Background: an optimization exercise with open tools, aiming at small area, a short achievable clock period and few clock cycles per item. Do not read the settings as production practice. Where RTL was checked, it was by simulation tests only, not by an equivalence proof against the original. No functional check of the RTL was part of runs 3 to 5.

--- config.mk ---
export PLATFORM = sky130hd
export DESIGN_NAME = sha256
export DESIGN_NICKNAME = sha256
export VERILOG_FILES = /design/flow/design.v
export SDC_FILE = /design/flow/constraint.sdc
export NUM_CORES = 4
export LEC_CHECK = 0
export ABC_CLOCK_PERIOD_IN_PS = 3000
export CAP_MARGIN = 20
export CORE_MARGIN = 2
export CORE_UTILIZATION = 45
export CTS_CLUSTER_DIAMETER = 80
export CTS_CLUSTER_SIZE = 20
export SETUP_SLACK_MARGIN = 5
export SLEW_MARGIN = 20
--- design.v ---
module k_constants (Addr, K);    
    input [5:0] Addr;
    output [31:0] K;
    reg [31:0] current_k;
    assign K = current_k;
    always @ (Addr) begin : addr_mux
        case(Addr)
          00: current_k = 32'h428a2f98;    01: current_k = 32'h71374491;
          02: current_k = 32'hb5c0fbcf;    03: current_k = 32'he9b5dba5;
          04: current_k = 32'h3956c25b;    05: current_k = 32'h59f111f1;
          06: current_k = 32'h923f82a4;    07: current_k = 32'hab1c5ed5;
          08: current_k = 32'hd807aa98;    09: current_k = 32'h12835b01;
          10: current_k = 32'h243185be;    11: current_k = 32'h550c7dc3;
          12: current_k = 32'h72be5d74;    13: current_k = 32'h80deb1fe;
          14: current_k = 32'h9bdc06a7;    15: current_k = 32'hc19bf174;
          16: current_k = 32'he49b69c1;    17: current_k = 32'hefbe4786;
          18: current_k = 32'h0fc19dc6;    19: current_k = 32'h240ca1cc;
          20: current_k = 32'h2de92c6f;    21: current_k = 32'h4a7484aa;
          22: current_k = 32'h5cb0a9dc;    23: current_k = 32'h76f988da;
          24: current_k = 32'h983e5152;    25: current_k = 32'ha831c66d;
          26: current_k = 32'hb00327c8;    27: current_k = 32'hbf597fc7;
          28: current_k = 32'hc6e00bf3;    29: current_k = 32'hd5a79147;
          30: current_k = 32'h06ca6351;    31: current_k = 32'h14292967;
          32: current_k = 32'h27b70a85;    33: current_k = 32'h2e1b2138;
          34: current_k = 32'h4d2c6dfc;    35: current_k = 32'h53380d13;
          36: current_k = 32'h650a7354;    37: current_k = 32'h766a0abb;
          38: current_k = 32'h81c2c92e;    39: current_k = 32'h92722c85;
          40: current_k = 32'ha2bfe8a1;    41: current_k = 32'ha81a664b;
          42: current_k = 32'hc24b8b70;    43: current_k = 32'hc76c51a3;
          44: current_k = 32'hd192e819;    45: current_k = 32'hd6990624;
          46: current_k = 32'hf40e3585;    47: current_k = 32'h106aa070;
          48: current_k = 32'h19a4c116;    49: current_k = 32'h1e376c08;
          50: current_k = 32'h2748774c;    51: current_k = 32'h34b0bcb5;
          52: current_k = 32'h391c0cb3;    53: current_k = 32'h4ed8aa4a;
          54: current_k = 32'h5b9cca4f;    55: current_k = 32'h682e6ff3;
          56: current_k = 32'h748f82ee;    57: current_k = 32'h78a5636f;
          58: current_k = 32'h84c87814;    59: current_k = 32'h8cc70208;
          60: current_k = 32'h90befffa;    61: current_k = 32'ha4506ceb;
          62: current_k = 32'hbef9a3f7;    63: current_k = 32'hc67178f2;
        endcase
    end
endmodule
module calc_w (W0, W1, W9, W14, WOut);
    input  [31:0] W0, W1, W9, W14;
    output [31:0] WOut;
    wire [31:0] s0 = {W1[6:0], W1[31:7]} ^ {W1[17:0], W1[31:18]} ^ (W1 >> 3);
    wire [31:0] s1 = {W14[16:0], W14[31:17]} ^ {W14[18:0], W14[31:19]} ^ (W14 >> 10);
    wire [31:0] x1s, x1c, x2s, x2c;
    csa32 c1 (W0, W9, s0, x1s, x1c);
    csa32 c2 (x1s, x1c, s1, x2s, x2c);
    assign WOut = x2s + x2c;
endmodule
module hash_algorithm (HKW, DHKW, A, B, C, E, F, G, AOut, EOut);
    input  [31:0] HKW, DHKW, A, B, C, E, F, G;
    output [31:0] AOut, EOut;
    wire [31:0] s1  = {E[5:0], E[31:6]} ^ {E[10:0], E[31:11]} ^ {E[24:0], E[31:25]};
    wire [31:0] ch  = (E & F) ^ (~E & G);
    wire [31:0] s0  = {A[1:0], A[31:2]} ^ {A[12:0], A[31:13]} ^ {A[21:0], A[31:22]};
    wire [31:0] maj = (A & B) | (C & (A | B));
    wire [31:0] es, ec;
    csa32 ce (DHKW, s1, ch, es, ec);
    assign EOut = es + ec;
    wire [31:0] x1s, x1c, x2s, x2c, x3s, x3c;
    csa32 c1 (HKW, ch, maj, x1s, x1c);
    csa32 c2 (x1s, x1c, s1, x2s, x2c);
    csa32 c3 (x2s, x2c, s0, x3s, x3c);
    assign AOut = x3s + x3c;
endmodule
module csa32 (X, Y, Z, S, C);
    input  [31:0] X, Y, Z;
    output [31:0] S, C;
    wire [31:0] m = (X & Y) | (Z & (X | Y));
    assign S = X ^ Y ^ Z;
    assign C = {m[30:0], 1'b0};
endmodule
module sha256 (Clk, Reset, Start, Chunk, Digest, DigestReady);
    input          Clk;
    input          Reset;
    input          Start;
    input  [511:0] Chunk;
    output [255:0] Digest;
    output reg     DigestReady;
    localparam [31:0] H0A = 32'h6a09e667, H0B = 32'hbb67ae85,
                      H0C = 32'h3c6ef372, H0D = 32'ha54ff53a,
                      H0E = 32'h510e527f, H0F = 32'h9b05688c,
                      H0G = 32'h1f83d9ab, H0H = 32'h5be0cd19;
    localparam [31:0] K0  = 32'h428a2f98, K1  = 32'h71374491,
                      K63 = 32'hc67178f2;
    reg         busy;                  
    reg  [5:0]  cnt;                   
    reg  [31:0] kreg;                  
    reg  [31:0] a, b, c, d, e, f, g, h;
    reg  [31:0] hkw, dhkw;             
    reg  [31:0] w [0:15];              
    wire [31:0] k, w_new, a_new, e_new;
    wire        last = busy && (cnt == 6'd1);     
    k_constants    kc (cnt, k);
    calc_w         cw (w[0], w[1], w[9], w[14], w_new);
    hash_algorithm ha (hkw, dhkw, a, b, c, e, f, g, a_new, e_new);
    wire [31:0] p1s, p1c, p2s, p2c, p3s, p3c;
    wire [31:0] dfix = (cnt == 6'd0) ? H0E - H0A : 32'd0;
    csa32 p1 (g, kreg, w[1], p1s, p1c);
    csa32 p2 (p1s, p1c, c, p2s, p2c);
    csa32 p3 (p2s, p2c, dfix, p3s, p3c);
    wire [31:0] w0 = Chunk[511:480];
    always @(posedge Clk, negedge Reset) begin
        if (!Reset) begin
            busy        <= 1'b0;
            cnt         <= 6'd2;
            DigestReady <= 1'b0;
        end else begin
            cnt <= busy ? cnt + 6'd1 : 6'd2;
            if (busy) begin
                if (last) begin
                    busy        <= 1'b0;
                    DigestReady <= 1'b1;
                end
            end else if (Start) begin
                busy        <= 1'b1;
                DigestReady <= 1'b0;
            end
        end
    end
    integer i;
    always @(posedge Clk) begin
        if (busy) begin
            kreg <= last ? K0 : (cnt == 6'd63) ? K63 + H0A : k;
            hkw  <= p1s + p1c;
            dhkw <= p3s + p3c;
            for (i = 0; i < 15; i = i + 1) w[i] <= w[i + 1];
            w[15] <= w_new;
            if (last) begin
                {a, b, c, d} <= {a_new, a + H0B, b + H0C, c + H0D};
                {e, f, g, h} <= {e_new, e + H0F, f + H0G, g + H0H};
            end else begin
                {a, b, c, d} <= {a_new, a, b, c};
                {e, f, g, h} <= {e_new, e, f, g};
            end
        end else begin
            kreg <= Start ? K1 : K0;
            hkw  <= w0 + (H0H + K0);
            dhkw <= w0 + (H0D + H0H + K0);
            for (i = 0; i < 16; i = i + 1) w[i] <= Chunk[511 - 32*i -: 32];
            if (Start) begin
                {a, b, c, d} <= {H0A, H0B, H0C, H0D};
                {e, f, g, h} <= {H0E, H0F, H0G, H0H};
            end
        end
    end
    assign Digest = {a, b, c, d, e, f, g, h};
endmodule
--- flow/run.sh ---
#!/bin/bash
# The standard layout (the standard.sh), with the port buffers inserted
# before placement made from the smallest buffer instead of the resizer's
# default pick. Everything else is the standard ORFS flow.
set -euo pipefail
bash standard.sh "BUFFER_PORTS_ARGS=-buffer_cell sky130_fd_sc_hd__buf_1" finish > standard_flow.log 2>&1
--- constraint.sdc ---
create_clock -name core_clock -period 10.0 [get_ports {Clk}]
set_input_delay 2.0000 -clock core_clock [delete_from_list [all_inputs] [get_ports {Clk}]]
set_output_delay 2.0000 -clock core_clock [all_outputs]
set_load 0.01 [all_outputs]
--- standard.sh ---
#!/bin/bash
# synth_recipe.tcl (not shown) runs the flow's synth.tcl, then flattens the netlist and writes it again
# the make line also repeats each setting of config.mk as NAME=value (left out here)
make -C /OpenROAD-flow-scripts/flow DESIGN_CONFIG=/design/flow/config.mk WORK_HOME=/design/flow/orfs CLKGATE_MAP_FILE= SYNTH_SCRIPT=/design/flow/synth_recipe.tcl "${@:-finish}"
==> impl_metrics.prom, run 1 <==
# TYPE chip_impl_metric gauge
chip_impl_metric{name="synth-compound-area-share",unit=""} 0.119
chip_impl_metric{name="synth_mux_area_frac",unit=""} 0.116
chip_impl_metric{name="timing.slew.headroom",unit=""} 0.261
chip_impl_metric{name="register_cell_area_after_layout",unit="um2"} 20100
chip_impl_metric{name="drt_iter0_markers",unit=""} 4286
chip_impl_info{name="rsz0062_at_grt",value="true"} 1
chip_impl_info{name="clock_tree.root_cell",value="clkbuf_16"} 1
chip_impl_metric{name="ys_ff_latch",unit=""} 872
chip_impl_metric{name="synth_warnings",unit=""} 4
chip_impl_metric{name="nets_in_the_synthesized_netlist",unit=""} 6353
chip_impl_metric{name="synth-adder-area-share",unit=""} 0.150
chip_impl_info{name="crit_type",value="flip-flop to flip-flop"} 1
chip_impl_info{name="worst_setup_path_end_kind",value="flip-flop"} 1
chip_impl_metric{name="gr-total-overflow",unit=""} 0
chip_impl_metric{name="fp.dieArea",unit="um2"} 122000
chip_impl_metric{name="die_width",unit="um"} 349
chip_impl_metric{name="clock_path_buffers",unit=""} 3
chip_impl_metric{name="die_height",unit="um"} 349
chip_impl_metric{name="worst_slack_after_detailed_placement",unit="ns"} 4.73
chip_impl_metric{name="postPlaceCellArea",unit="um2"} 57800
chip_impl_metric{name="worst_ep_arrival_time",unit="ns"} 5.38
chip_impl_metric{name="timing_hold_violations_final",unit=""} 0
chip_impl_metric{name="worst-slew-pin-transition",unit="ns"} 1.11
chip_impl_info{name="synth_top_family_by_area",value="adder cells"} 1
chip_impl_info{name="timing.critical_path.from_type",value="flip-flop"} 1
chip_impl_metric{name="vias_per_cell",unit=""} 5.68
chip_impl_metric{name="avgSynthCellArea",unit="um2"} 10.0
chip_impl_metric{name="initial_core_util",unit=""} 0.454
chip_impl_metric{name="rows",unit=""} 126
chip_impl_metric{name="fin_nets",unit=""} 7098
chip_impl_metric{name="count_of_clock_tree_sinks",unit=""} 872
chip_impl_metric{name="nFillCells",unit=""} 11061
chip_impl_metric{name="layout-drive-gt1-share",unit=""} 0.147
chip_impl_info{name="synth.top_cells.by_area",value="dfxtp_1 23%, edfxtp_1 14%, mux2_2 11%, fa_1 9.8%, xnor2_1 6.5%"} 1
chip_impl_metric{name="synth_xor_area_frac",unit=""} 0.0907
chip_impl_metric{name="final_design_area_excluding_fillers",unit="um2"} 61100
chip_impl_metric{name="place_hpwl",unit="um"} 176000
chip_impl_metric{name="final_min_period_over_clock_period",unit=""} 0.492
chip_impl_metric{name="place.port_buffers",unit=""} 771
chip_impl_metric{name="global_route_wire_length_before_repair",unit="um"} 309000
chip_impl_metric{name="number_of_global_route_vias_before_repair",unit=""} 42559
chip_impl_metric{name="synthDominantCellAreaShare",unit=""} 0.227
chip_impl_info{name="outcome",value="no timing/DRC/antenna violations"} 1
chip_impl_metric{name="grtUsageTotal",unit=""} 0.353
chip_impl_metric{name="finClkSkew",unit="ns"} 0.0509
chip_impl_metric{name="tritoncts.num_buffers",unit=""} 59
chip_impl_metric{name="synth_simple_gate_area_share",unit=""} 0.0976
chip_impl_metric{name="clk_latency",unit="ns"} 0.73
chip_impl_metric{name="firstDrtPassIters",unit=""} 6
chip_impl_metric{name="synth-edff-count",unit=""} 256
chip_impl_info{name="most_common_flop_cell_mapped_by_yosys",value="dfxtp_1"} 1
chip_impl_metric{name="multi_input_area",unit="um2"} 31000
chip_impl_metric{name="critical_path.max_fanout",unit=""} 8
chip_impl_metric{name="antenna_found_initial",unit=""} 31
chip_impl_metric{name="timing.final.setup_violations",unit=""} 0
chip_impl_metric{name="tns",unit="ns"} 0
chip_impl_metric{name="pin_count_of_the_biggest_net_entering_global_routing",unit=""} 186
chip_impl_metric{name="layout_setup_ws",unit="ns"} 5.08
chip_impl_metric{name="whs",unit="ns"} 0.443
chip_impl_metric{name="clk_pin_slew",unit="ns"} 0.09
chip_impl_info{name="min-delay-path-class",value="flip-flop to flip-flop"} 1
chip_impl_metric{name="synth_seq_area_share",unit=""} 0.374
chip_impl_metric{name="yosysUniqueCellTypes",unit=""} 102
chip_impl_metric{name="drtAntennaViolNets",unit=""} 0
chip_impl_metric{name="cts-hold-fix-buffers",unit=""} 0
chip_impl_metric{name="maxCapViolations",unit=""} 0
chip_impl_metric{name="drc_errors",unit=""} 0
chip_impl_metric{name="netlist_instances",unit=""} 5365
chip_impl_metric{name="worst_ep_required_time",unit="ns"} 10.46
chip_impl_info{name="synth_largest_area_cell",value="dfxtp_1"} 1
chip_impl_metric{name="synth_async_sr_flop_share",unit=""} 0.00917
chip_impl_metric{name="detailroute.via_count",unit=""} 43724
chip_impl_metric{name="ioPinCount",unit=""} 772
chip_impl_info{name="cts_tree",value="built"} 1
chip_impl_metric{name="area_delta_synth_final",unit="%"} 13.8
chip_impl_metric{name="wire_per_inst",unit="um"} 28.9
chip_impl_metric{name="place_congestion",unit=""} 1.00
chip_impl_metric{name="placeableCoreArea",unit="um2"} 118000
chip_impl_metric{name="mappedNetlistArea",unit="um2"} 53700
chip_impl_metric{name="layout_min_cycle_time",unit="ns"} 4.92
chip_impl_metric{name="drt_wl_total",unit="um"} 223000
chip_impl_metric{name="maxSlewViolCount",unit=""} 0
chip_impl_metric{name="cts.htree.levels",unit=""} 2
chip_impl_metric{name="clock.fmax",unit="MHz"} 203
metrics by stage:
stage	util	cells
6_report	0.517	7704
3_5_place_dp	0.489	7438
5_1_grt	0.517	7699
2_1_floorplan	-	5365
4_1_cts	0.507	7560
3_3_place_gp	0.489	7438
cell type report:
class	count	area share
Antenna cell	24	0.000983
Sequential cell	872	0.329
Clock buffer	69	0.0257
Clock inverter	26	0.00520
Timing Repair Buffer	968	0.0722
Tap cell	1536	0.0315
Inverter	469	0.0291
Multi-Input combinational cell	3740	0.507
kinds of logic (layout without fill, tap and decap cells):
family | count (synthesis) | count (layout)
AOI/OAI and AO/OA | 1014 | 1014
xor gates and xnor gates | 556 | 556
adders and majority gates | 489 | 489
buffers and inverters | 753 | 1532
DFF | 872 | 872
muxes | 555 | 555
other | 0 | 24
and+or+nand+nor | 1126 | 1126
path summary, 6_finish.rpt:
kind                       slack [ns]           startpoint  cells past startpoint                  end
max reg2reg                      5.08  e[30]$_SDFFCE_PN1P_                     14  e[30]$_SDFFCE_PN1P_
max in group asynchronous        8.48                Reset                      1     cnt[1]$_DFF_PN1_
max                              5.08  e[30]$_SDFFCE_PN1P_                     14  e[30]$_SDFFCE_PN1P_
min reg2reg                      0.44      w[7][6]$_DFF_P_                      1      w[6][6]$_DFF_P_
min                              0.44      w[7][6]$_DFF_P_                      1      w[6][6]$_DFF_P_
min in group asynchronous        1.18                Reset                      1       busy$_DFF_PN0_
Yosys cell counts (31+ instances only):
| master | instances |
|---|---|
| dfxtp_1 | 608 |
| o21ai_0 | 280 |
| or3_1 | 54 |
| inv_1 | 467 |
| and3_1 | 51 |
| nor2_1 | 303 |
| nor3_1 | 85 |
| fa_1 | 263 |
| a21oi_1 | 301 |
| a211oi_1 | 49 |
| a31oi_1 | 39 |
| clkbuf_1 | 234 |
| o211ai_1 | 36 |
| xor2_1 | 160 |
| nand3_1 | 93 |
| xnor2_1 | 396 |
| edfxtp_1 | 256 |
| nand2_1 | 359 |
| o21a_1 | 31 |
| ha_1 | 210 |
| mux2i_1 | 43 |
| a21o_1 | 66 |
| nand2b_1 | 36 |
| mux2_2 | 508 |
state kept, by name, summed over array words and instances (netlist names), 32 cells and up:
name,cells
f,32
w,512
hkw,32
d,32
e,32
c,32
g,32
a,32
b,32
kreg,32
h,32
dhkw,32
layer usage:
metal	up-vias	wire, um	GRT usage
met5	-	67	0
met3	503	17000	0.0679
met1	21247	82500	0.409
met4	10	15700	0.211
li1	19914	-	-
met2	2050	107000	0.607
layout by cell type (no fill, tap or decap), types with 50 or more instances in the layout:
cell type and count:
buf_1 771, dfxtp_1 598, mux2_2 508, inv_1 456, xnor2_1 396, nand2_1 359
nor2_1 303, a21oi_1 296, o21ai_0 271, fa_1 263, edfxtp_1 256, ha_1 208
buf_4 192, xor2_1 159, nand3_1 91, nor3_1 85, a21o_1 66, clkbuf_16 61
or3_1 54, and3_1 50
timing repair:
action                     in CTS  in global routing
buffers inserted               27                120
gates resized for setup        14                 54
pin swaps                       1                  6
setup endpoints to repair      23                 30
critical path, cell delays in order (launching register included):
cell and delay, ns:
edfxtp_1 0.65, xnor2_1 0.24, xnor2_1 0.52, fa_1 0.53, ha_1 0.37, nand3_1 0.11
a2bb2oi_1 0.37, a2111oi_0 0.18, buf_4 0.19, nor4_1 0.51, o21ai_0 0.17, nor2_1 0.35
o21ai_0 0.20, xnor2_1 0.17, nand2_1 0.06
Testbench counts, summed over its fixed seeds: cycles 16,640, hashes 256.
==> run 2, diff against run 1 <==
--- a/config.mk
+++ b/config.mk
@@ -8,8 +8,6 @@
 export ABC_CLOCK_PERIOD_IN_PS = 3000
 export CAP_MARGIN = 20
 export CORE_MARGIN = 2
-export CORE_UTILIZATION = 45
-export CTS_CLUSTER_DIAMETER = 80
-export CTS_CLUSTER_SIZE = 20
+export CORE_UTILIZATION = 40
 export SETUP_SLACK_MARGIN = 5
 export SLEW_MARGIN = 20
==> run 2 against run 1 <==
Critical path depth unchanged. Area after synthesis unchanged. Core utilization decreased by 4.4 points. Worst setup slack improved by 0.0020 ns. Sequential share of layout area decreased by 1.0 points. Register-to-register slack about the same.
==> impl_metrics.prom, run 2 <==
# TYPE chip_impl_metric gauge
chip_impl_metric{name="clock_path_buffers",unit=""} 3
chip_impl_metric{name="cts-hold-fix-buffers",unit=""} 0
chip_impl_metric{name="ioPinCount",unit=""} 772
chip_impl_metric{name="vias_per_cell",unit=""} 5.49
chip_impl_metric{name="number_of_global_route_vias_before_repair",unit=""} 43195
chip_impl_metric{name="clk_latency",unit="ns"} 0.78
chip_impl_metric{name="firstDrtPassIters",unit=""} 6
chip_impl_metric{name="drt_iter0_markers",unit=""} 4268
chip_impl_metric{name="drt_wl_total",unit="um"} 222000
chip_impl_metric{name="reg2reg_setup_slack",unit="ns"} 5.08
chip_impl_metric{name="netlist_instances",unit=""} 5365
chip_impl_info{name="yosys.cell_count.top_type",value="dfxtp_1"} 1
chip_impl_metric{name="place_congestion",unit=""} 1.03
chip_impl_metric{name="worst_ep_arrival_time",unit="ns"} 5.38
chip_impl_metric{name="synth_seq_area_share",unit=""} 0.374
chip_impl_metric{name="synth-edff-count",unit=""} 256
chip_impl_metric{name="die_height",unit="um"} 370
chip_impl_metric{name="placeableCoreArea",unit="um2"} 133000
chip_impl_metric{name="final_min_period_over_clock_period",unit=""} 0.492
chip_impl_info{name="timing.critical_path.from_type",value="flip-flop"} 1
chip_impl_metric{name="fp.dieArea",unit="um2"} 137000
chip_impl_metric{name="place.port_buffers",unit=""} 771
chip_impl_metric{name="layout_min_cycle_time",unit="ns"} 4.92
chip_impl_metric{name="postPlaceCellArea",unit="um2"} 58100
chip_impl_info{name="synth_largest_area_cell",value="dfxtp_1"} 1
chip_impl_info{name="leading_post_synthesis_cells_by_instance_count",value="608 x dfxtp_1, 508 x mux2_2, 467 x inv_1"} 1
chip_impl_metric{name="pin_count_of_the_biggest_net_entering_global_routing",unit=""} 161
chip_impl_metric{name="clock.fmax",unit="MHz"} 203
chip_impl_metric{name="detailroute.via_count",unit=""} 44022
chip_impl_info{name="min-delay-path-class",value="flip-flop to flip-flop"} 1
chip_impl_info{name="worst_setup_path_end_kind",value="flip-flop"} 1
chip_impl_metric{name="avgSynthCellArea",unit="um2"} 10.0
chip_impl_info{name="max_flop_register",value="w"} 1
chip_impl_metric{name="clk_pin_slew",unit="ns"} 0.07
chip_impl_metric{name="synth_warnings",unit=""} 4
chip_impl_metric{name="count_of_clock_tree_sinks",unit=""} 872
chip_impl_metric{name="yosysUniqueCellTypes",unit=""} 102
chip_impl_metric{name="critical_path.max_fanout",unit=""} 8
chip_impl_metric{name="maxSlewViolCount",unit=""} 0
chip_impl_info{name="final_cell_mix",value="771 x buf_1, 602 x dfxtp_1, 508 x mux2_2, 457 x inv_1, 393 x xnor2_1"} 1
chip_impl_metric{name="global_route_wire_length_before_repair",unit="um"} 308000
chip_impl_metric{name="drtAntennaViolNets",unit=""} 0
chip_impl_metric{name="timing.slew.headroom",unit=""} 0.281
chip_impl_metric{name="final_design_area_excluding_fillers",unit="um2"} 63000
chip_impl_metric{name="drc_errors",unit=""} 0
chip_impl_metric{name="fin_nets",unit=""} 7127
chip_impl_info{name="clock_tree.root_cell",value="clkbuf_16"} 1
chip_impl_info{name="crit_type",value="flip-flop to flip-flop"} 1
chip_impl_info{name="rsz0062_at_grt",value="true"} 1
chip_impl_metric{name="timing_hold_violations_final",unit=""} 0
chip_impl_metric{name="synth_async_sr_flop_share",unit=""} 0.00917
chip_impl_metric{name="synthDominantCellAreaShare",unit=""} 0.227
chip_impl_metric{name="tritoncts.num_buffers",unit=""} 99
chip_impl_metric{name="timing.final.setup_violations",unit=""} 0
chip_impl_metric{name="tns",unit="ns"} 0
chip_impl_info{name="cts_tree",value="built"} 1
chip_impl_metric{name="gr-total-overflow",unit=""} 0
chip_impl_info{name="synth.top_cells.by_area",value="dfxtp_1 23%, edfxtp_1 14%, mux2_2 11%, fa_1 9.8%, xnor2_1 6.5%"} 1
chip_impl_metric{name="initial_core_util",unit=""} 0.403
chip_impl_metric{name="place_hpwl",unit="um"} 174000
chip_impl_metric{name="ys_ff_latch",unit=""} 872
chip_impl_metric{name="area_delta_synth_final",unit="%"} 17.4
chip_impl_metric{name="finClkSkew",unit="ns"} 0.0864
chip_impl_metric{name="cts.htree.levels",unit=""} 3
chip_impl_metric{name="wire_per_inst",unit="um"} 27.7
chip_impl_metric{name="worst_ep_required_time",unit="ns"} 10.46
chip_impl_metric{name="grtUsageTotal",unit=""} 0.314
chip_impl_info{name="most_common_flop_cell_mapped_by_yosys",value="dfxtp_1"} 1
chip_impl_metric{name="largest_register_ff_count",unit=""} 512
chip_impl_metric{name="nets_in_the_synthesized_netlist",unit=""} 6353
chip_impl_metric{name="layout-drive-gt1-share",unit=""} 0.156
chip_impl_info{name="outcome",value="no timing/DRC/antenna violations"} 1
chip_impl_metric{name="rows",unit=""} 134
chip_impl_metric{name="die_width",unit="um"} 370
chip_impl_metric{name="mappedNetlistArea",unit="um2"} 53700
chip_impl_metric{name="antenna_found_initial",unit=""} 30
chip_impl_metric{name="worst-slew-pin-transition",unit="ns"} 1.08
chip_impl_info{name="mostFrequentLayoutCell",value="buf_1"} 1
chip_impl_metric{name="maxCapViolations",unit=""} 0
## run 2: cell count changes in the layout (fill, tap and decap cells not counted), sizes merged
cell      previous run  this run
buf                968       957
bufinv               0        13
clkbuf              69       127
clkinv              10        36
clkinvlp             7        11
diode               24        22
inv                478       468
## run 2: logic make-up after synthesis
kind of cell / Yosys count / synth area share
mux: 555 / 0.116
buf+inv: 753 / 0.0531
compound gates: 1014 / 0.119
fa+ha+maj: 489 / 0.150
flops: 872 / 0.374
simple gates: 1126 / 0.0976
xor+xnor: 556 / 0.0907
## run 2: worst max-delay path, cell delays in order (launching register included)
cell and delay, ns:
edfxtp_1 0.75, xnor2_1 0.22, xnor2_2 0.35, fa_1 0.49
ha_1 0.36, nand3_1 0.10, a2bb2oi_1 0.35, a2111oi_0 0.19
buf_4 0.19, nor4_1 0.54, o21ai_0 0.21, nor2_1 0.39
o21ai_0 0.24, xnor2_1 0.18, nand2_1 0.07
## run 2: metal layers
metal	global-route usage	part of all wire	wire, um	vias to the layer above
met5	0	0.00020	44	-
met4	0.193	0.070	15500	6
met3	0.0630	0.079	17500	504
met2	0.523	0.48	106000	2210
met1	0.370	0.37	83200	21287
li1	-	-	-	20015
## run 2: area by class of cell
cell class / instances / area, um2
fillers: 12778 / 70300
well taps: 1768 / 2210
inverters: 469 / 1780
clock inverters: 59 / 825
repair buffers: 957 / 4320
clock buffers: 127 / 2740
flip-flops and latches: 872 / 20100
multi-input cells: 3740 / 31000
diodes: 22 / 55.1
## run 2: metrics by stage
step | instances | worst slack, ns | hold slack, ns | util
after detailed placement | 7667 | 4.58 | 0.440 | 0.436
after global routing | 8012 | 4.96 | 0.437 | 0.473
after CTS | 7896 | 4.95 | 0.427 | 0.466
after global placement | 7667 | 4.68 | 0.434 | 0.436
after floorplan | 5365 | 5.20 | 0.433 | -
final | 8014 | 5.08 | 0.434 | 0.473
## run 2: worst paths after layout
check | cells past startpoint | endpoint | from
setup / recovery | 14 | e[30]$_SDFFCE_PN1P_ | e[30]$_SDFFCE_PN1P_
hold / removal | 1 | w[14][19]$_DFF_P_ | w[15][19]$_DFF_P_
setup reg to reg | 14 | e[30]$_SDFFCE_PN1P_ | e[30]$_SDFFCE_PN1P_
hold reg to reg | 1 | w[14][19]$_DFF_P_ | w[15][19]$_DFF_P_
max in group asynchronous | 1 | cnt[2]$_DFF_PN0_ | Reset
min in group asynchronous | 1 | DigestReady$_DFFE_PN0P_ | Reset
## run 2: repair_timing
item,in CTS,in global routing
resized for setup,18,53
pin swaps,3,3
setup buffers,43,96
setup endpoints to repair,29,36
==> run 3, diff against run 2 <==
--- a/design.v
+++ b/design.v
@@ -130,11 +130,11 @@
             for (i = 0; i < 15; i = i + 1) w[i] <= w[i + 1];
             w[15] <= w_new;
             if (last) begin
-                {a, b, c, d} <= {a_new, a + H0B, b + H0C, c + H0D};
-                {e, f, g, h} <= {e_new, e + H0F, f + H0G, g + H0H};
+                {b, c, d} <= {a + H0B, b + H0C, c + H0D};
+                {f, g, h} <= {e + H0F, f + H0G, g + H0H};
             end else begin
-                {a, b, c, d} <= {a_new, a, b, c};
-                {e, f, g, h} <= {e_new, e, f, g};
+                {b, c, d} <= {a, b, c};
+                {f, g, h} <= {e, f, g};
             end
         end else begin
             kreg <= Start ? K1 : K0;
@@ -142,10 +142,16 @@
             dhkw <= w0 + (H0D + H0H + K0);
             for (i = 0; i < 16; i = i + 1) w[i] <= Chunk[511 - 32*i -: 32];
             if (Start) begin
-                {a, b, c, d} <= {H0A, H0B, H0C, H0D};
-                {e, f, g, h} <= {H0E, H0F, H0G, H0H};
+                {b, c, d} <= {H0B, H0C, H0D};
+                {f, g, h} <= {H0F, H0G, H0H};
             end
         end
     end
+    wire [31:0] a_idle = (a & ~{32{Start}}) | (H0A & {32{Start}});
+    wire [31:0] e_idle = (e & ~{32{Start}}) | (H0E & {32{Start}});
+    always @(posedge Clk) begin
+        a <= busy ? a_new : a_idle;
+        e <= busy ? e_new : e_idle;
+    end
     assign Digest = {a, b, c, d, e, f, g, h};
 endmodule
--- a/config.mk
+++ b/config.mk
@@ -8,6 +8,8 @@
 export ABC_CLOCK_PERIOD_IN_PS = 3000
 export CAP_MARGIN = 20
 export CORE_MARGIN = 2
-export CORE_UTILIZATION = 40
+export CORE_UTILIZATION = 45
+export CTS_CLUSTER_DIAMETER = 80
+export CTS_CLUSTER_SIZE = 20
 export SETUP_SLACK_MARGIN = 5
 export SLEW_MARGIN = 20
==> run 3 against run 2 <==
Critical path type unchanged. Still clean on timing, DRC and antenna. Hold slack gained 0.020 ns. Critical endpoint is now a[24]$_DFF_P_. Die area shrank 11%.
==> impl_metrics.prom, run 3 <==
# TYPE chip_impl_metric gauge
chip_impl_metric{name="synth_async_sr_flop_share",unit=""} 0.00917
chip_impl_metric{name="drt_wl_total",unit="um"} 226000
chip_impl_metric{name="avgSynthCellArea",unit="um2"} 9.85
chip_impl_metric{name="worst_ep_arrival_time",unit="ns"} 5.55
chip_impl_info{name="min-delay-path-class",value="flip-flop to flip-flop"} 1
chip_impl_info{name="yosys.cell_count.top_type",value="dfxtp_1"} 1
chip_impl_metric{name="placeableCoreArea",unit="um2"} 118000
chip_impl_info{name="outcome",value="no timing/DRC/antenna violations"} 1
chip_impl_metric{name="place.port_buffers",unit=""} 771
chip_impl_metric{name="drc_errors",unit=""} 0
chip_impl_metric{name="mappedNetlistArea",unit="um2"} 53400
chip_impl_metric{name="antenna_found_initial",unit=""} 39
chip_impl_metric{name="worst_slack_after_detailed_placement",unit="ns"} 4.50
chip_impl_metric{name="postPlaceCellArea",unit="um2"} 57600
chip_impl_info{name="synth_largest_area_cell",value="dfxtp_1"} 1
chip_impl_metric{name="place_congestion",unit=""} 1.06
chip_impl_metric{name="area_delta_synth_final",unit="%"} 14.8
chip_impl_metric{name="yosysUniqueCellTypes",unit=""} 100
chip_impl_metric{name="cts-hold-fix-buffers",unit=""} 0
chip_impl_metric{name="vias_per_cell",unit=""} 5.73
chip_impl_info{name="cts_tree",value="built"} 1
chip_impl_info{name="clock_tree.root_cell",value="clkbuf_16"} 1
chip_impl_info{name="max_flop_register",value="w"} 1
chip_impl_info{name="hold_path.startpoint",value="w[13][28]$_DFF_P_"} 1
chip_impl_info{name="most_common_flop_cell_mapped_by_yosys",value="dfxtp_1"} 1
chip_impl_metric{name="cts.htree.levels",unit=""} 2
chip_impl_metric{name="synth_simple_gate_area_share",unit=""} 0.0948
chip_impl_metric{name="rr_worst_depth",unit=""} 18
chip_impl_metric{name="maxSlewViolCount",unit=""} 0
chip_impl_metric{name="drtAntennaViolNets",unit=""} 0
chip_impl_metric{name="tns",unit="ns"} 0
chip_impl_info{name="crit_type",value="flip-flop to flip-flop"} 1
chip_impl_metric{name="synth_xor_area_frac",unit=""} 0.0899
chip_impl_metric{name="synth-compound-area-share",unit=""} 0.125
chip_impl_metric{name="fp.dieArea",unit="um2"} 121000
chip_impl_metric{name="gr-total-overflow",unit=""} 0
chip_impl_metric{name="final_design_area_excluding_fillers",unit="um2"} 61300
chip_impl_metric{name="rows",unit=""} 126
chip_impl_info{name="rsz0062_at_grt",value="true"} 1
chip_impl_metric{name="worst_ep_required_time",unit="ns"} 10.59
chip_impl_metric{name="critPathMaxStageDelay",unit="ns"} 0.53
chip_impl_metric{name="layout-drive-gt1-share",unit=""} 0.156
chip_impl_info{name="worst_setup_path_end_kind",value="flip-flop"} 1
chip_impl_metric{name="number_of_global_route_vias_before_repair",unit=""} 43196
chip_impl_metric{name="ioPinCount",unit=""} 772
chip_impl_metric{name="synth_seq_area_share",unit=""} 0.364
chip_impl_info{name="regToRegStartpoint",value="b[2]$_SDFFCE_PN1P_"} 1
chip_impl_metric{name="reg2reg_setup_slack",unit="ns"} 5.04
chip_impl_metric{name="synth_mux_area_frac",unit=""} 0.118
chip_impl_info{name="holdPathEnd",value="w[12][28]$_DFF_P_"} 1
chip_impl_metric{name="ys_ff_latch",unit=""} 872
chip_impl_metric{name="worst-slew-pin-transition",unit="ns"} 1.20
chip_impl_info{name="leading_post_synthesis_cells_by_instance_count",value="672 x dfxtp_1, 499 x mux2_2, 497 x inv_1"} 1
chip_impl_metric{name="clock_path_buffers",unit=""} 3
chip_impl_metric{name="netlist_instances",unit=""} 5419
chip_impl_metric{name="die_height",unit="um"} 348
chip_impl_metric{name="clk_pin_slew",unit="ns"} 0.09
chip_impl_metric{name="die_width",unit="um"} 348
chip_impl_metric{name="hold-path-cell-count",unit=""} 1
chip_impl_metric{name="synth-edff-count",unit=""} 192
chip_impl_info{name="worst_r2r_dst",value="a[24]$_DFF_P_"} 1
chip_impl_info{name="crit_family",value="compound AO/OA/AOI/OAI gates"} 1
chip_impl_metric{name="wire_per_inst",unit="um"} 29.2
chip_impl_metric{name="layout_min_cycle_time",unit="ns"} 4.96
chip_impl_metric{name="final_min_period_over_clock_period",unit=""} 0.496
chip_impl_info{name="timing.critical_path.from_type",value="flip-flop"} 1
chip_impl_metric{name="grtUsageTotal",unit=""} 0.363
chip_impl_metric{name="firstDrtPassIters",unit=""} 5
chip_impl_metric{name="clock.fmax",unit="MHz"} 202
chip_impl_metric{name="initial_core_util",unit=""} 0.453
chip_impl_metric{name="maxCapViolations",unit=""} 0
chip_impl_metric{name="synth_warnings",unit=""} 4
chip_impl_metric{name="synthDominantCellAreaShare",unit=""} 0.252
chip_impl_metric{name="largest_register_ff_count",unit=""} 512
chip_impl_info{name="mostFrequentLayoutCell",value="buf_1"} 1
chip_impl_metric{name="global_route_wire_length_before_repair",unit="um"} 314000
chip_impl_metric{name="nets_in_the_synthesized_netlist",unit=""} 6407
chip_impl_info{name="synth_top_family_by_area",value="adder cells"} 1
chip_impl_info{name="synth.top_cells.by_area",value="dfxtp_1 25%, edfxtp_1 11%, mux2_2 11%, fa_1 9.9%, xnor2_1 5.5%"} 1
chip_impl_metric{name="crit_buf_inv",unit=""} 3
chip_impl_metric{name="pin_count_of_the_biggest_net_entering_global_routing",unit=""} 203
chip_impl_metric{name="critical_path.max_fanout",unit=""} 3
chip_impl_metric{name="fin_nets",unit=""} 7142
chip_impl_metric{name="tritoncts.num_buffers",unit=""} 60
chip_impl_metric{name="detailroute.via_count",unit=""} 44382
chip_impl_metric{name="count_of_clock_tree_sinks",unit=""} 872
chip_impl_metric{name="clk_latency",unit="ns"} 0.75
chip_impl_metric{name="layout_setup_ws",unit="ns"} 5.04
chip_impl_info{name="crit_chain",value="a21o_1, o21ai_2, fa_1, inv_1, fa_1, inv_1, fa_1, inv_1, ha_1, a211o_1, a21oi_4, o211ai_4, a221o_1, a311oi_2, or3_4, a21oi_2, or3_1, a32o_1"} 1
chip_impl_info{name="final_cell_mix",value="771 x buf_1, 630 x dfxtp_1, 499 x mux2_2, 488 x inv_1, 338 x xnor2_1"} 1
chip_impl_metric{name="timing.final.setup_violations",unit=""} 0
chip_impl_metric{name="timing_hold_violations_final",unit=""} 0
chip_impl_metric{name="drt_iter0_markers",unit=""} 4137
chip_impl_metric{name="synth-adder-area-share",unit=""} 0.151
chip_impl_metric{name="timing.slew.headroom",unit=""} 0.197
chip_impl_info{name="worst_path_max_delay_cell",value="fa_1"} 1
chip_impl_metric{name="place_hpwl",unit="um"} 179000
chip_impl_metric{name="finClkSkew",unit="ns"} 0.0670
## run 3: timing repair
action	in CTS	in global routing
endpoints found under the hold margin	0	0
gates cloned	0	0
endpoints found under the setup margin	32	33
buffers inserted	64	68
resized for setup	66	122
pin swaps	1	28
## run 3: final cells by class
| class | count | area (um2) |
|---|---|---|
| Fill cell | 11098 | 56600 |
| Multi-Input combinational cell | 3750 | 31400 |
| Sequential cell | 872 | 19500 |
| Timing Repair Buffer | 970 | 4510 |
| Tap cell | 1536 | 1920 |
| Inverter | 500 | 1900 |
| Clock buffer | 68 | 1540 |
| Clock inverter | 30 | 434 |
| Antenna cell | 21 | 52.6 |
## run 3: cells by family (layout without fill, tap and decap cells)
group	count (synthesis)	count (layout)
adders and majority gates	490	490
DFF	872	872
buffers and inverters	797	1568
and+or+nand+nor	1083	1083
AOI/OAI and AO/OA	1067	1067
muxes	562	562
other	0	21
xor gates and xnor gates	548	548
## run 3: worst register-to-register path, cell delays in order, from the launching register on
cell	delay, ns
edfxtp_1	0.43
a21o_1	0.15
o21ai_2	0.06
fa_1	0.50
inv_1	0.05
fa_1	0.50
inv_1	0.06
fa_1	0.53
inv_1	0.05
ha_1	0.30
a211o_1	0.30
a21oi_4	0.23
o211ai_4	0.11
a221o_1	0.42
a311oi_2	0.33
or3_4	0.19
a21oi_2	0.05
or3_1	0.30
a32o_1	0.24
## run 3: worst max path at each step
stage                             start             to  depth (start not counted)
finish               b[2]$_SDFFCE_PN1P_  a[24]$_DFF_P_                         18
global route        c[29]$_SDFFCE_PN1P_  a[31]$_DFF_P_                         14
CTS                 c[15]$_SDFFCE_PN1P_  a[24]$_DFF_P_                         15
detailed placement        e[17]$_DFF_P_  a[24]$_DFF_P_                         16
global placement          e[17]$_DFF_P_  a[24]$_DFF_P_                         16
floorplan                 e[16]$_DFF_P_  a[24]$_DFF_P_                         18
## run 3: stage by stage
| stage | instances | hold slack (ns) | util |
|---|---|---|---|
| after detailed placement | 7496 | 0.439 | 0.489 |
| after floorplan | 5419 | 0.433 | - |
| after global placement | 7496 | 0.435 | 0.489 |
| after global routing | 7742 | 0.468 | 0.520 |
| after CTS | 7658 | 0.454 | 0.511 |
| final | 7747 | 0.454 | 0.520 |
## run 3: metal layers
layer,routed length [um],vias up,global-route usage,share of wire
met4,18500,6,0.252,0.082
met3,17900,550,0.0703,0.079
met1,83700,21650,0.424,0.37
met2,106000,2178,0.601,0.47
met5,35,-,0,0.00015
li1,-,19998,-,-
==> run 4, diff against run 3 <==
--- a/config.mk
+++ b/config.mk
@@ -11,5 +11,5 @@
 export CORE_UTILIZATION = 45
 export CTS_CLUSTER_DIAMETER = 80
 export CTS_CLUSTER_SIZE = 20
-export SETUP_SLACK_MARGIN = 5
+export SETUP_SLACK_MARGIN = 4.5
 export SLEW_MARGIN = 20
==> run 4 against run 3 <==
Synthesized cell count unchanged. Non-clock buffer count fell by 110. Core utilization fell by 1.2 points. Design area decreased by 2.4%. Critical path depth shrank 1.
==> impl_metrics.prom, run 4 <==
# TYPE chip_impl_metric gauge
chip_impl_metric{name="synth_warnings",unit=""} 4
chip_impl_metric{name="drc_errors",unit=""} 0
chip_impl_metric{name="placeableCoreArea",unit="um2"} 118000
chip_impl_metric{name="worst_ep_required_time",unit="ns"} 10.59
chip_impl_metric{name="clk_pin_slew",unit="ns"} 0.09
chip_impl_metric{name="maxSlewViolCount",unit=""} 0
chip_impl_metric{name="drt_wl_total",unit="um"} 229000
chip_impl_metric{name="yosysUniqueCellTypes",unit=""} 100
chip_impl_info{name="cts_tree",value="built"} 1
chip_impl_metric{name="wire_per_inst",unit="um"} 30.0
chip_impl_metric{name="place_congestion",unit=""} 1.06
chip_impl_metric{name="grtUsageTotal",unit=""} 0.367
chip_impl_metric{name="synth_seq_area_share",unit=""} 0.364
chip_impl_metric{name="layout_setup_ws",unit="ns"} 4.58
chip_impl_info{name="timing.critical_path.from_type",value="flip-flop"} 1
chip_impl_metric{name="worst_ep_arrival_time",unit="ns"} 6.02
chip_impl_metric{name="timing.slew.headroom",unit=""} 0.217
chip_impl_metric{name="avgSynthCellArea",unit="um2"} 9.85
chip_impl_metric{name="pin_count_of_the_biggest_net_entering_global_routing",unit=""} 197
chip_impl_metric{name="timing_hold_violations_final",unit=""} 0
chip_impl_info{name="worst_setup_path_end_kind",value="flip-flop"} 1
chip_impl_metric{name="maxCapViolations",unit=""} 0
chip_impl_metric{name="detailroute.via_count",unit=""} 43589
chip_impl_metric{name="ioPinCount",unit=""} 772
chip_impl_metric{name="critical_path.max_fanout",unit=""} 10
chip_impl_info{name="clock_tree.root_cell",value="clkbuf_16"} 1
chip_impl_metric{name="die_height",unit="um"} 348
chip_impl_metric{name="count_of_clock_tree_sinks",unit=""} 872
chip_impl_metric{name="synth-edff-count",unit=""} 192
chip_impl_info{name="synth.top_cells.by_area",value="dfxtp_1 25%, edfxtp_1 11%, mux2_2 11%, fa_1 9.9%, xnor2_1 5.5%"} 1
chip_impl_metric{name="place.port_buffers",unit=""} 771
chip_impl_metric{name="finClkSkew",unit="ns"} 0.0666
chip_impl_metric{name="worst_slack_after_detailed_placement",unit="ns"} 4.01
chip_impl_metric{name="synth_async_sr_flop_share",unit=""} 0.00917
chip_impl_info{name="min-delay-path-class",value="flip-flop to flip-flop"} 1
chip_impl_info{name="most_common_flop_cell_mapped_by_yosys",value="dfxtp_1"} 1
chip_impl_metric{name="antenna_found_initial",unit=""} 33
chip_impl_info{name="max_flop_register",value="w"} 1
chip_impl_info{name="yosys.cell_count.top_type",value="dfxtp_1"} 1
chip_impl_metric{name="netlist_instances",unit=""} 5419
chip_impl_metric{name="firstDrtPassIters",unit=""} 5
chip_impl_metric{name="die_width",unit="um"} 348
chip_impl_metric{name="tns",unit="ns"} 0
chip_impl_metric{name="cts.htree.levels",unit=""} 2
chip_impl_metric{name="drtAntennaViolNets",unit=""} 0
chip_impl_metric{name="layout-drive-gt1-share",unit=""} 0.123
chip_impl_metric{name="area_delta_synth_final",unit="%"} 12.1
chip_impl_metric{name="drt_iter0_markers",unit=""} 4158
chip_impl_metric{name="nets_in_the_synthesized_netlist",unit=""} 6407
chip_impl_metric{name="layout_min_cycle_time",unit="ns"} 5.42
chip_impl_metric{name="ys_ff_latch",unit=""} 872
chip_impl_metric{name="rows",unit=""} 126
chip_impl_metric{name="largest_register_ff_count",unit=""} 512
chip_impl_metric{name="tritoncts.num_buffers",unit=""} 60
chip_impl_info{name="outcome",value="no timing/DRC/antenna violations"} 1
chip_impl_metric{name="synthDominantCellAreaShare",unit=""} 0.252
chip_impl_info{name="crit_type",value="flip-flop to flip-flop"} 1
chip_impl_metric{name="clock_path_buffers",unit=""} 3
chip_impl_metric{name="fin_nets",unit=""} 7032
chip_impl_metric{name="timing.final.setup_violations",unit=""} 0
chip_impl_metric{name="place_hpwl",unit="um"} 184000
chip_impl_metric{name="worst-slew-pin-transition",unit="ns"} 1.17
chip_impl_info{name="synth_largest_area_cell",value="dfxtp_1"} 1
chip_impl_metric{name="final_min_period_over_clock_period",unit=""} 0.542
chip_impl_metric{name="clk_latency",unit="ns"} 0.75
chip_impl_metric{name="mappedNetlistArea",unit="um2"} 53400
chip_impl_info{name="rsz0062_at_grt",value="true"} 1
chip_impl_info{name="leading_post_synthesis_cells_by_instance_count",value="672 x dfxtp_1, 499 x mux2_2, 497 x inv_1"} 1
chip_impl_info{name="mostFrequentLayoutCell",value="buf_1"} 1
chip_impl_metric{name="initial_core_util",unit=""} 0.453
chip_impl_metric{name="vias_per_cell",unit=""} 5.71
chip_impl_metric{name="fp.dieArea",unit="um2"} 121000
chip_impl_metric{name="global_route_wire_length_before_repair",unit="um"} 317000
chip_impl_metric{name="number_of_global_route_vias_before_repair",unit=""} 42634
chip_impl_metric{name="clock.fmax",unit="MHz"} 184
chip_impl_info{name="final_cell_mix",value="771 x buf_1, 669 x dfxtp_1, 499 x mux2_2, 496 x inv_1, 338 x xnor2_1"} 1
chip_impl_metric{name="gr-total-overflow",unit=""} 0
## run 4: through the flow
| stage | instances | hold WS, ns | utilization | instance area [um2] |
|---|---|---|---|---|
| global placement | 7501 | 0.436 | 0.489 | 57700 |
| CTS | 7596 | 0.458 | 0.506 | 59600 |
| detailed placement | 7501 | 0.439 | 0.489 | 57700 |
| floorplan | 5419 | 0.433 | - | 53400 |
| global route | 7627 | 0.464 | 0.507 | 59800 |
| finish | 7633 | 0.455 | 0.507 | 59800 |
## run 4: kinds of logic after synthesis
family | count (synthesis) | synth area share
AO/OA/AOI/OAI | 1067 | 0.125
XOR/XNOR | 548 | 0.0899
adder cells (fa/ha/maj) | 490 | 0.151
buffers and inverters | 797 | 0.0570
flip-flops | 872 | 0.364
multiplexers | 562 | 0.118
AND/OR/NAND/NOR | 1083 | 0.0948
## run 4: final timing paths
check	startpoint	end	slack, ns	cells after the start
worst max register to register	e[5]$_DFF_P_	a[24]$_DFF_P_	4.58	17
worst max-delay path	e[5]$_DFF_P_	a[24]$_DFF_P_	4.58	17
max in group asynchronous	Reset	busy$_DFF_PN0_	8.14	1
worst min register to register	w[2][29]$_DFF_P_	w[1][29]$_DFF_P_	0.46	1
worst min-delay path	w[2][29]$_DFF_P_	w[1][29]$_DFF_P_	0.46	1
min in group asynchronous	Reset	cnt[2]$_DFF_PN0_	1.31	1
## run 4: final cells by class
class	instances	area, um2
repair buffers	860	3610
diodes	20	50.0
well taps	1536	1920
multi-input cells	3750	31000
fillers	11371	58100
flip-flops and latches	872	19400
clock buffers	70	1580
clock inverters	25	379
inverters	500	1890
## run 4: what timing repair did
| item | 4_1_cts | 5_1_grt |
|---|---|---|
| pin swaps | 0 | 0 |
| setup endpoints to repair | 10 | 15 |
| gates resized for setup | 2 | 12 |
| hold buffers | 0 | 0 |
| buffers inserted | 0 | 17 |
| gates cloned | 0 | 0 |
## run 4: layer usage
metal | global-route usage | vias to the layer above | part of all wire
li1 | - | 19762 | -
met4 | 0.227 | 14 | 0.070
met3 | 0.0773 | 505 | 0.080
met2 | 0.619 | 2080 | 0.48
met1 | 0.426 | 21228 | 0.37
met5 | 0 | - | 0.00038
## run 4: critical path: stages (launching register included)
cell	delay, ns
dfxtp_1	0.81
mux2i_1	0.62
fa_1	0.28
inv_1	0.06
fa_1	0.53
inv_1	0.05
fa_1	0.47
inv_1	0.04
ha_1	0.34
and4_1	0.25
a2bb2oi_2	0.14
o211ai_2	0.14
a221o_1	0.41
a311oi_1	0.37
or3_1	0.18
a21oi_1	0.08
or3_1	0.30
a32o_1	0.24
==> run 5, diff against run 4 <==
==> flow/run.sh (replaced) <==
#!/bin/bash
# The standard layout (the standard.sh), with the port buffers inserted
# before placement made from the smallest buffer instead of the resizer's
# default pick. Everything else is the standard ORFS flow.
set -euo pipefail
bash standard.sh "BUFFER_PORTS_ARGS=-buffer_cell sky130_fd_sc_hd__buf_1" SETUP_SLACK_MARGIN=6 finish > standard_flow.log 2>&1
--- a/config.mk
+++ b/config.mk
@@ -11,5 +11,5 @@
 export CORE_UTILIZATION = 45
 export CTS_CLUSTER_DIAMETER = 80
 export CTS_CLUSTER_SIZE = 20
-export SETUP_SLACK_MARGIN = 4.5
+export SETUP_SLACK_MARGIN = 5
 export SLEW_MARGIN = 20
==> run 5 against run 4 <==
Still clean. Routed wire length rose by 6.8%. Die area did not move. Count of clock-buffer cells in the layout did not move. Critical path type unchanged. Largest cell class unchanged.
==> impl_metrics.prom, run 5 <==
# TYPE chip_impl_metric gauge
chip_impl_info{name="final_cell_mix",value="768 x buf_1, 606 x dfxtp_1, 496 x mux2_2, 459 x inv_1, 316 x buf_4"} 1
chip_impl_metric{name="synth_async_sr_flop_share",unit=""} 0.00917
chip_impl_metric{name="wire_per_inst",unit="um"} 30.8
chip_impl_metric{name="fp.dieArea",unit="um2"} 121000
chip_impl_metric{name="placeableCoreArea",unit="um2"} 118000
chip_impl_info{name="worst_path_max_delay_cell",value="fa_1"} 1
chip_impl_metric{name="die_height",unit="um"} 348
chip_impl_metric{name="initial_core_util",unit=""} 0.453
chip_impl_metric{name="antenna_found_initial",unit=""} 42
chip_impl_info{name="synth.top_cells.by_area",value="dfxtp_1 25%, edfxtp_1 11%, mux2_2 11%, fa_1 9.9%, xnor2_1 5.5%"} 1
chip_impl_metric{name="vias_per_cell",unit=""} 5.74
chip_impl_info{name="worst_setup_path_end_kind",value="flip-flop"} 1
chip_impl_metric{name="finClkSkew",unit="ns"} 0.0473
chip_impl_info{name="most_common_flop_cell_mapped_by_yosys",value="dfxtp_1"} 1
chip_impl_metric{name="grtUsageTotal",unit=""} 0.390
chip_impl_metric{name="worst-slew-pin-transition",unit="ns"} 1.08
chip_impl_metric{name="drc_errors",unit=""} 0
chip_impl_metric{name="largest_register_ff_count",unit=""} 512
chip_impl_info{name="synth_largest_area_cell",value="dfxtp_1"} 1
chip_impl_metric{name="cts.htree.levels",unit=""} 2
chip_impl_metric{name="reg2reg_setup_slack",unit="ns"} 5.20
chip_impl_metric{name="clk_pin_slew",unit="ns"} 0.09
chip_impl_metric{name="synth_warnings",unit=""} 4
chip_impl_info{name="outcome",value="no timing/DRC/antenna violations"} 1
chip_impl_info{name="leading_post_synthesis_cells_by_instance_count",value="672 x dfxtp_1, 499 x mux2_2, 497 x inv_1"} 1
chip_impl_metric{name="clk_latency",unit="ns"} 0.73
chip_impl_metric{name="area_delta_synth_final",unit="%"} 22.4
chip_impl_metric{name="final_min_period_over_clock_period",unit=""} 0.480
chip_impl_metric{name="global_route.usage.met3",unit=""} 0.0760
chip_impl_metric{name="place_hpwl",unit="um"} 188000
chip_impl_info{name="crit_type",value="flip-flop to flip-flop"} 1
chip_impl_metric{name="avgSynthCellArea",unit="um2"} 9.85
chip_impl_metric{name="detailroute.via_count",unit=""} 45529
chip_impl_metric{name="gr-total-overflow",unit=""} 0
chip_impl_metric{name="groute.layer.met1.usage",unit=""} 0.442
chip_impl_metric{name="drt_wl_total",unit="um"} 244000
chip_impl_info{name="max_flop_register",value="w"} 1
chip_impl_metric{name="ioPinCount",unit=""} 772
chip_impl_metric{name="tns",unit="ns"} 0
chip_impl_metric{name="nets_in_the_synthesized_netlist",unit=""} 6407
chip_impl_metric{name="cts-hold-fix-buffers",unit=""} 0
chip_impl_info{name="cts_tree",value="built"} 1
chip_impl_info{name="timing.critical_path.from_type",value="flip-flop"} 1
chip_impl_metric{name="die_width",unit="um"} 348
chip_impl_metric{name="tritoncts.num_buffers",unit=""} 60
chip_impl_metric{name="layout_min_cycle_time",unit="ns"} 4.80
chip_impl_metric{name="ys_ff_latch",unit=""} 872
chip_impl_info{name="mostFrequentLayoutCell",value="buf_1"} 1
chip_impl_metric{name="worst_ep_required_time",unit="ns"} 10.61
chip_impl_metric{name="yosysUniqueCellTypes",unit=""} 100
chip_impl_metric{name="clock.fmax",unit="MHz"} 208
chip_impl_metric{name="critPathMaxStageDelay",unit="ns"} 0.53
chip_impl_info{name="min-delay-path-class",value="flip-flop to flip-flop"} 1
chip_impl_info{name="yosys.cell_count.top_type",value="dfxtp_1"} 1
chip_impl_metric{name="mappedNetlistArea",unit="um2"} 53400
chip_impl_metric{name="pin_count_of_the_biggest_net_entering_global_routing",unit=""} 171
chip_impl_metric{name="synthDominantCellAreaShare",unit=""} 0.252
chip_impl_metric{name="rows",unit=""} 126
chip_impl_metric{name="worst_ep_arrival_time",unit="ns"} 5.41
chip_impl_metric{name="timing.slew.headroom",unit=""} 0.277
chip_impl_metric{name="count_of_clock_tree_sinks",unit=""} 872
chip_impl_metric{name="place.port_buffers",unit=""} 771
chip_impl_metric{name="layout-drive-gt1-share",unit=""} 0.234
chip_impl_metric{name="synth-edff-count",unit=""} 192
chip_impl_metric{name="firstDrtPassIters",unit=""} 6
chip_impl_metric{name="timing_hold_violations_final",unit=""} 0
chip_impl_metric{name="netlist_instances",unit=""} 5419
chip_impl_metric{name="drtAntennaViolNets",unit=""} 0
chip_impl_info{name="rsz0062_at_grt",value="true"} 1
chip_impl_info{name="crit_family",value="adder cells"} 1
chip_impl_info{name="globalRoute.busiestLayer",value="met2"} 1
chip_impl_info{name="clock_tree.root_cell",value="clkbuf_16"} 1
chip_impl_metric{name="nFillCells",unit=""} 10825
chip_impl_metric{name="grt.met2_usage",unit=""} 0.659
chip_impl_metric{name="fin_nets",unit=""} 7326
chip_impl_metric{name="maxCapViolations",unit=""} 0
chip_impl_metric{name="maxSlewViolCount",unit=""} 0
chip_impl_metric{name="drt_iter0_markers",unit=""} 3704
chip_impl_metric{name="number_of_global_route_vias_before_repair",unit=""} 44710
chip_impl_metric{name="place_congestion",unit=""} 1.04
chip_impl_metric{name="critical_path.max_fanout",unit=""} 6
chip_impl_metric{name="clock_path_buffers",unit=""} 3
chip_impl_metric{name="timing.final.setup_violations",unit=""} 0
chip_impl_info{name="crit_chain",value="a21o_1, o21ai_0, fa_1, inv_1, fa_1, inv_1, fa_1, inv_1, ha_4, nand2_1, o21ai_1, a221o_1, a221o_1, a311oi_2, or3_1, a21oi_1, or3_1, a32o_1"} 1
chip_impl_metric{name="crit_buf_inv",unit=""} 3
chip_impl_metric{name="synth_seq_area_share",unit=""} 0.364
chip_impl_metric{name="global_route_wire_length_before_repair",unit="um"} 335000
run 5: cell count changes in the layout (fill, tap and decap cells not counted), moves of 49 or more:
cell     change
o21ai_0     -49
dfxtp_4     +52
ha_1        -58
xnor2_1     -49
dfxtp_1     -63
buf_6       +51
buf_4      +231
run 5: cell families after synthesis:
group	Yosys count	share of synthesized area
adders and majority gates	490	0.151
and+or+nand+nor	1083	0.0948
DFF	872	0.364
AOI/OAI and AO/OA	1067	0.125
xor gates and xnor gates	548	0.0899
buffers and inverters	797	0.0570
muxes	562	0.118
run 5: layer usage:
metal | share of wire | up-vias
li1 | - | 20366
met1 | 0.36 | 22343
met2 | 0.48 | 2178
met3 | 0.071 | 622
met4 | 0.085 | 20
met5 | 0.00052 | -
run 5: cell type report:
| cell class | count | area (um2) | area share |
|---|---|---|---|
| well taps | 1536 | 1920 | 0.0294 |
| clock buffers | 70 | 1570 | 0.0240 |
| multi-input cells | 3750 | 33800 | 0.517 |
| clock inverters | 25 | 349 | 0.00534 |
| diodes | 26 | 65.1 | 0.000995 |
| flip-flops and latches | 872 | 19600 | 0.301 |
| repair buffers | 1154 | 6140 | 0.0940 |
| inverters | 500 | 1890 | 0.0290 |
run 5: worst paths after layout:
kind / from / endpoint / depth (start not counted)
max in group asynchronous: Reset / cnt[3]$_DFF_PN0_ / 1
min: w[8][26]$_DFF_P_ / w[7][26]$_DFF_P_ / 1
min in group asynchronous: Reset / DigestReady$_DFFE_PN0P_ / 1
max reg2reg: c[12]$_SDFFCE_PN1P_ / a[24]$_DFF_P_ / 18
max: c[12]$_SDFFCE_PN1P_ / a[24]$_DFF_P_ / 18
min reg2reg: w[8][26]$_DFF_P_ / w[7][26]$_DFF_P_ / 1
run 5: per-stage QoR:
step | cells | setup WS [ns] | hold slack, ns | area, um2 | utilization
5_1_grt | 7929 | 5.02 | 0.463 | 65400 | 0.554
3_3_place_gp | 7492 | 4.44 | 0.435 | 57800 | 0.490
3_5_place_dp | 7492 | 4.46 | 0.439 | 57800 | 0.490
2_1_floorplan | 5419 | 5.31 | 0.433 | 53800 | -
4_1_cts | 7842 | 5.17 | 0.457 | 63800 | 0.541
6_report | 7933 | 5.20 | 0.453 | 65400 | 0.554
run 5: repair_timing:
action	4_1_cts	5_1_grt
gates resized for setup	526	183
endpoints found under the setup margin	143	177
setup buffers	255	65
pin swaps	189	140

-- re-timing with driven ports --
How much do the figures lean on ideal ports? The routed layouts below were timed once more, with nothing changed but the port constraints. Step 1, drivers: a clkbuf_16 drives Clk and a buf_2 each remaining input, both assumed. Step 2 times the ports against the registers' clock, not the clock port: input delays grow and output delays shrink by t, the midpoint of the rising clock arrivals with the driver on. Slacks: ideal ports / drivers / drivers and shift; pairs: ideal ports / drivers.
run	t (ns)	slack for setup (ns)	worst register clock-pin slew, ns	worst data-port slew with drivers (ns)
run 1	0.766	5.081 / 5.081 / 5.072	0.09 / 0.09	0.16
run 2	0.818	5.083 / 5.083 / 5.083	0.07 / 0.07	0.15
run 3	0.795	5.039 / 5.039 / 4.999	0.09 / 0.09	0.19
run 4	0.801	4.576 / 4.576 / 4.576	0.09 / 0.09	0.20
run 5	0.766	5.202 / 5.202 / 5.056	0.10 / 0.10	0.15
After both steps setup and hold are still met in every run listed. For run 5, which loses most, drivers alone change the setup slack by 0.000 ns; drivers and shift together by -0.146 ns.
